This is an optimization exercise on Yosys and OpenROAD, whose aim is small area, not a production implementation.
Function was checked by simulation only, so behaviour that the tests miss may differ from the original.

==> build 68 <==
==> flow/design.v (excerpt) <==
module PEArray2 #(
    parameter W = 8,
    parameter N = 4
)(
    input logic clk, rst, stationaryCtrl,
    input logic [N-1:0][W-1:0] a_in,
    input logic [N-1:0][W-1:0] b_in,
    input logic [N-1:0][W-1:0] c_in,
    output logic [N-1:0][W-1:0] c_out
);
==> flow/config.mk <==
export PLATFORM = sky130hd
export DESIGN_NAME = PEArray2
export DESIGN_NICKNAME = PEArray2
export VERILOG_FILES = /design/flow/design.v
export SDC_FILE = /design/flow/constraint.sdc
export NUM_CORES = 4
export LEC_CHECK = 0
export CAP_MARGIN = 20
export CORE_MARGIN = 2
export CORE_UTILIZATION = 65
export SLEW_MARGIN = 20
export SYNTH_HIERARCHICAL = 1
export SYNTH_MINIMUM_KEEP_SIZE = 0
==> flow/constraint.sdc <==
create_clock -name core_clock -period 6.5 [get_ports {clk}]
set_input_delay 1.3000 -clock core_clock [delete_from_list [all_inputs] [get_ports {clk}]]
set_output_delay 1.3000 -clock core_clock [all_outputs]
set_load 0.01 [all_outputs]
standard.sh (not shown) runs the stock make flow with config.mk's settings and CLKGATE_MAP_FILE= SYNTH_SCRIPT=/design/flow/synth_recipe.tcl, a recipe that flattens the netlist after the stock synthesis.
==> flow/flow/run.sh <==
#!/bin/bash
# Standard ORFS layout; ports are buffered with the smallest buffer and the
# clock tree uses small clock buffers without dummy loads.
set -euo pipefail
export BUFFER_PORTS_ARGS="-buffer_cell sky130_fd_sc_hd__buf_1"
export CTS_ARGS="-sink_clustering_enable -repair_clock_nets -dont_use_dummy_load -sink_clustering_size 14 -sink_clustering_max_diameter 70 -buf_list {sky130_fd_sc_hd__clkbuf_4 sky130_fd_sc_hd__clkbuf_8}"
bash standard.sh > standard.log 2>&1
==> inputs of build 30, as changes to build 68 <==
==> flow/flow/run.sh (replaced) <==
#!/bin/bash
# Standard ORFS layout; ports are buffered with the smallest buffer and the
# clock tree uses small clock buffers without dummy loads.
set -euo pipefail
export BUFFER_PORTS_ARGS="-buffer_cell sky130_fd_sc_hd__buf_1"
export CTS_ARGS="-sink_clustering_enable -repair_clock_nets -dont_use_dummy_load -sink_clustering_size 16 -sink_clustering_max_diameter 80 -buf_list {sky130_fd_sc_hd__clkbuf_4 sky130_fd_sc_hd__clkbuf_8}"
bash standard.sh > standard.log 2>&1
--- a/flow/config.mk
+++ b/flow/config.mk
@@ -7,7 +7,7 @@
 export LEC_CHECK = 0
 export CAP_MARGIN = 20
 export CORE_MARGIN = 2
-export CORE_UTILIZATION = 65
+export CORE_UTILIZATION = 72
 export SLEW_MARGIN = 20
 export SYNTH_HIERARCHICAL = 1
 export SYNTH_MINIMUM_KEEP_SIZE = 0
==> inputs of build 15, as changes to build 68 <==
==> flow/flow/run.sh (replaced) <==
#!/bin/bash
# Standard ORFS layout; ports are buffered with the smallest buffer and the
# clock tree uses small clock buffers without dummy loads.
set -euo pipefail
export BUFFER_PORTS_ARGS="-buffer_cell sky130_fd_sc_hd__buf_1"
export CTS_ARGS="-sink_clustering_enable -repair_clock_nets -dont_use_dummy_load -sink_clustering_size 16 -sink_clustering_max_diameter 80 -buf_list {sky130_fd_sc_hd__clkbuf_4 sky130_fd_sc_hd__clkbuf_8}"
bash standard.sh > standard.log 2>&1
--- a/flow/config.mk
+++ b/flow/config.mk
@@ -8,6 +8,7 @@
 export CAP_MARGIN = 20
 export CORE_MARGIN = 2
 export CORE_UTILIZATION = 65
+export GPL_TIMING_DRIVEN = 0
 export SLEW_MARGIN = 20
 export SYNTH_HIERARCHICAL = 1
 export SYNTH_MINIMUM_KEEP_SIZE = 0
==> run notes <==
tap cells 378; PortBufs 113; crit path DAT 6130 ps; status no timing/DRC/antenna violations; total wire length 49.8 mm; Layout area overhead 6.95%; nonclk buf count ~200
Source of the figures above: build 15

==> run notes <==
Layout area overhead 6.60%; PortBufs 130; tap cells 378; layout cells sized above 1 about 3.2%; FP Rows a little over 60; nonclk buf count 159; status no timing/DRC/antenna violations; crit path DAT 5670 ps; total wire length 48.5 mm
Source of the figures above: build 68

==> run notes <==
Layout area overhead 6.02%; PortBufs 130; post-layout min period roughly 5400 ps; total wire length 48.1 mm; tap cells 330; status no timing/DRC/antenna violations; crit path DAT 5850 ps; Top Layer Used met4; post-synthesis average cell area ~11 sq um; Die Y around 160 um
Source of the figures above: build 30

separate check: timing with driven ports:
How much do the figures lean on ideal ports? The routed layouts below were timed once more, with nothing changed but the port constraints.
Step 1 assumes that a clkbuf_16 drives the clock port and a buf_2 every other input.
Step 2 also shifts input and output timing later by t, the mid clock arrival at the registers, as if the neighbouring blocks saw the same clock.
Three values: no drivers, after step 1, after step 2; two values: the first two.
| run | shift t [ns] | slack for setup (ns) | latest minus earliest clock arrival (ns) | worst register clock-pin slew, ns | cell pins on the clock port's net |
|---|---|---|---|---|---|
| build 68 | 0.598 | 1.317 / 1.340 / 0.742 | 0.060 / 0.060 | 0.10 / 0.10 | 1 |
| build 30 | 0.576 | 1.073 / 1.095 / 0.519 | 0.092 / 0.092 | 0.11 / 0.11 | 1 |
| build 15 | 0.571 | 0.786 / 0.810 / 0.239 | 0.060 / 0.060 | 0.12 / 0.12 | 1 |
After both steps setup and hold are still met in every run listed. The setup slack of build 68, which loses most, moves by +0.023 ns with the drivers and by -0.575 ns with both steps.
